From an optimization exercise on the open Yosys and OpenROAD flow, aimed at small area, a short achievable clock period and few clock cycles per item; shortcuts taken in it are not production practice.
RTL that was checked went through simulation tests only; none was proved equivalent to the original.

## decimal_to_bcd
module decimal_to_bcd #(
    parameter INPUT_WIDTH = 14,
    parameter DECIMAL_DIGITS = 4
)(
    input wire clk_i,
    input wire rst_i,
    input wire start_i,
    input wire [INPUT_WIDTH-1 : 0] binary_i,
    output reg [DECIMAL_DIGITS*4-1 : 0] bcd_o,
    output reg done_o
);
For scale: roughly 18 flip-flops, roughly 34 I/O pins.
==> module decimal_to_bcd, before the edit <==
module decimal_to_bcd #(
    parameter INPUT_WIDTH = 14,
    parameter DECIMAL_DIGITS = 4
)(
    input wire clk_i,
    input wire rst_i,
    input wire start_i,
    input wire [INPUT_WIDTH-1 : 0] binary_i,
    output reg [DECIMAL_DIGITS*4-1 : 0] bcd_o,
    output reg done_o
);
function [3:0] dstep;
    input [2:0] q;
    input c;
    begin
        dstep[3] = q[2] | (c & q[1]) | (q[0] & q[1]);
        dstep[2] = (c & q[2]) | (~c & ~q[0] & q[1]);
        dstep[1] = (c & q[0] & ~q[2]) | (~c & q[0] & ~q[1]);
        dstep[0] = q[2] | (~c & q[1]) | (c & ~q[1]);
    end
endfunction
function [3:0] tobcd;
    input [2:0] q;
    input c;
    begin
        tobcd[3] = q[2];
        tobcd[2] = q[1];
        tobcd[1] = (q[0] & ~q[2]);
        tobcd[0] = c;
    end
endfunction
function [15:0] front;
    input [13:0] b;
    reg [11:0] q;
    reg [3:0] h, c, t;
    integer i, j;
    begin
        q = 12'd0;
        h = 4'd0;
        for (i = 0; i < 10; i = i + 1) begin
            c = {h[2:0], b[13 - i]};
            for (j = 0; j < 4; j = j + 1) begin
                t = dstep(q[j*3 +: 3], c[j]);
                q[j*3 +: 3] = t[2:0];
                h[j] = t[3];
            end
        end
        c = {h[2:0], b[3]};
        for (j = 0; j < 4; j = j + 1)
            front[j*4 +: 4] = {q[j*3 +: 3], c[j]};
    end
endfunction
function [15:0] back;
    input [18:0] m;
    reg [11:0] q;
    reg [3:0] h, c, t;
    integer i, j;
    begin
        for (j = 0; j < 4; j = j + 1) begin
            t = dstep(m[3 + j*4 + 1 +: 3], m[3 + j*4]);
            q[j*3 +: 3] = t[2:0];
            h[j] = t[3];
        end
        for (i = 0; i < 2; i = i + 1) begin
            c = {h[2:0], m[2 - i]};
            for (j = 0; j < 4; j = j + 1) begin
                t = dstep(q[j*3 +: 3], c[j]);
                q[j*3 +: 3] = t[2:0];
                h[j] = t[3];
            end
        end
        c = {h[2:0], m[0]};
        for (j = 0; j < 4; j = j + 1)
            back[j*4 +: 4] = tobcd(q[j*3 +: 3], c[j]);
    end
endfunction
wire [15:0] front_w = front(binary_i);
reg  [16:0] mid;
always @(posedge clk_i) begin
    mid <= {front_w[13], front_w[12], front_w[11], front_w[10], front_w[9], front_w[8], front_w[7], front_w[6], front_w[5], front_w[4], front_w[3], front_w[2], front_w[1], front_w[0], binary_i[2:0]};
end
always @(posedge clk_i or posedge rst_i) begin
    if (rst_i) done_o <= 1'b0;
    else       done_o <= start_i;
end
wire [18:0] midx = {1'b0, 1'b0, mid[16], mid[15], mid[14], mid[13], mid[12], mid[11], mid[10], mid[9], mid[8], mid[7], mid[6], mid[5], mid[4], mid[3], mid[2:0]};
always @(*) bcd_o = back(midx);
endmodule
export LEC_CHECK = 0
export ABC_AREA = 1
export CAP_MARGIN = 20
export CORE_MARGIN = 2
export CORE_UTILIZATION = 40
export SLEW_MARGIN = 20
create_clock -name core_clock -period 10.0 [get_ports {clk_i}]
standard.sh (not shown) runs the stock make flow with config.mk's settings and CLKGATE_MAP_FILE= SYNTH_SCRIPT=/design/flow/synth_recipe.tcl, a recipe that flattens the netlist after the stock synthesis.
==> flow/flow/run.sh <==
#!/bin/bash
# Own layout flow: the standard layout (standard.sh), changed in three ways:
#  - synthesis is ORFS's own synth script (standard.sh synth) with ORFS's ABC
#    area script swapped for flow/abc_area.script; only the combinational
#    mapping changes, the registers and their names are the standard ones;
#  - the port buffers use the smallest buffer instead of the default cell;
#  - clock tree synthesis uses clkbuf_4 cells and no dummy load cell.
# Each make run writes its full output to a log file here (ORFS also keeps
# its per-step logs under orfs/logs).
set -euo pipefail
W=$(pwd)
BUF=sky130_fd_sc_hd__buf_1
CTS="-sink_clustering_enable -repair_clock_nets -dont_use_dummy_load -root_buf sky130_fd_sc_hd__clkbuf_4 -buf_list sky130_fd_sc_hd__clkbuf_4 -sink_clustering_size 30 -sink_clustering_max_diameter 500"
rm -rf "$W/scripts_mod"
cp -r "$FLOW_HOME/scripts" "$W/scripts_mod"
cp "$W/flow/abc_area.script" "$W/scripts_mod/abc_area.script"
bash standard.sh SCRIPTS_DIR="$W/scripts_mod" ABC_AREA=1 synth > "$W/synth.log" 2>&1
bash standard.sh "BUFFER_PORTS_ARGS=-buffer_cell $BUF" "CTS_ARGS=$CTS" finish > "$W/layout.log" 2>&1
==> flow/flow/abc_area.script <==
strash
&get -n
&dch -f
&nf -R 1000
&put
topo
buffer -c
upsize -c
dnsize -c
The starting point passed the timing, design-rule and antenna checks.
Then changed:
==> flow/design.v (replaced) <==
`timescale 1ns / 1ps
module decimal_to_bcd #(
    parameter INPUT_WIDTH = 14,
    parameter DECIMAL_DIGITS = 4
)(
    input wire clk_i,
    input wire rst_i,
    input wire start_i,
    input wire [INPUT_WIDTH-1 : 0] binary_i,
    output reg [DECIMAL_DIGITS*4-1 : 0] bcd_o,
    output reg done_o
);
function [3:0] dstep;
    input [2:0] q;
    input c;
    begin
        dstep[3] = q[2] | (c & q[1]);
        dstep[2] = (~c & q[1]) | (c & q[0] & ~q[2]) | (~q[0] & q[2]);
        dstep[1] = (~c & q[0] & ~q[2]) | (c & q[0] & q[2]);
        dstep[0] = (c & ~q[1] & ~q[2]) | (~c & q[2]);
    end
endfunction
function [3:0] tobcd;
    input [2:0] q;
    input c;
    begin
        tobcd[3] = (~q[0] & q[2]);
        tobcd[2] = q[1] | (q[0] & q[2]);
        tobcd[1] = q[0];
        tobcd[0] = c;
    end
endfunction
function [15:0] front;
    input [13:0] b;
    reg [11:0] q;
    reg [3:0] h, c, t;
    integer i, j;
    begin
        q = 12'd0;
        h = 4'd0;
        for (i = 0; i < 9; i = i + 1) begin
            c = {h[2:0], b[13 - i]};
            for (j = 0; j < 4; j = j + 1) begin
                t = dstep(q[j*3 +: 3], c[j]);
                q[j*3 +: 3] = t[2:0];
                h[j] = t[3];
            end
        end
        c = {h[2:0], b[4]};
        for (j = 0; j < 4; j = j + 1)
            front[j*4 +: 4] = {q[j*3 +: 3], c[j]};
    end
endfunction
function [15:0] back;
    input [19:0] m;
    reg [11:0] q;
    reg [3:0] h, c, t;
    integer i, j;
    begin
        for (j = 0; j < 4; j = j + 1) begin
            t = dstep(m[4 + j*4 + 1 +: 3], m[4 + j*4]);
            q[j*3 +: 3] = t[2:0];
            h[j] = t[3];
        end
        for (i = 0; i < 3; i = i + 1) begin
            c = {h[2:0], m[3 - i]};
            for (j = 0; j < 4; j = j + 1) begin
                t = dstep(q[j*3 +: 3], c[j]);
                q[j*3 +: 3] = t[2:0];
                h[j] = t[3];
            end
        end
        c = {h[2:0], m[0]};
        for (j = 0; j < 4; j = j + 1)
            back[j*4 +: 4] = tobcd(q[j*3 +: 3], c[j]);
    end
endfunction
wire [15:0] front_w = front(binary_i);
reg  [16:0] mid;
always @(posedge clk_i) begin
    mid <= {front_w[12], front_w[11], front_w[10], front_w[9], front_w[8], front_w[7], front_w[6], front_w[5], front_w[4], front_w[3], front_w[2], front_w[1], front_w[0], binary_i[3:0]};
end
always @(posedge clk_i or posedge rst_i) begin
    if (rst_i) done_o <= 1'b0;
    else       done_o <= start_i;
end
wire [19:0] midx = {1'b0, 1'b0, 1'b0, mid[16], mid[15], mid[14], mid[13], mid[12], mid[11], mid[10], mid[9], mid[8], mid[7], mid[6], mid[5], mid[4], mid[3:0]};
always @(*) bcd_o = back(midx);
endmodule
=> Routed wire length rises by about 10%. Die area rises by about 6%. Core utilization falls by 0.91 points. Final cell count rises by 4.9%. Count of clock-buffer cells in the layout does not change. Global-route usage falls by 0.97 points. Final area rises by about 6.4%. Maximum frequency falls by 4.0%. Sequential share of layout area falls by 1.3 points. Critical path depth falls by 4. Via count rises by 7.3%. Area after synthesis rises by 6.8%. First-iteration DRC count rises by 62%.
Testbench counts after the change, summed over its fixed seeds: cycles 2,048, items 2,048.
For the first run of this note, only the layout was checked, not whether the RTL still works.

port drivers added, routing unchanged:
How much do the figures lean on ideal ports? The routed layouts below were timed once more, with nothing changed but the port constraints. Step 1, drivers: a clkbuf_16 drives clk_i and a buf_2 each remaining input, both assumed. Step 2 times the ports against the registers' clock, not the clock port: input delays grow and output delays shrink by t, the midpoint of the rising clock arrivals with the driver on. a / b / c = ideal ports / drivers / drivers and shift; a / b = the first two.
run | shift t [ns] | slack for setup (ns) | worst setup path at the end | latest minus earliest clock arrival (ns)
the first run | 0.286 | 5.533 / 5.535 / 5.248 | input to register | 0.010 / 0.011
the second run | 0.296 | 5.348 / 5.327 / 5.086 | input to register | 0.012 / 0.012
After both steps every run listed still meets setup and hold. For the first run, which loses most, drivers alone change the setup slack by +0.002 ns; drivers and shift together by -0.285 ns.
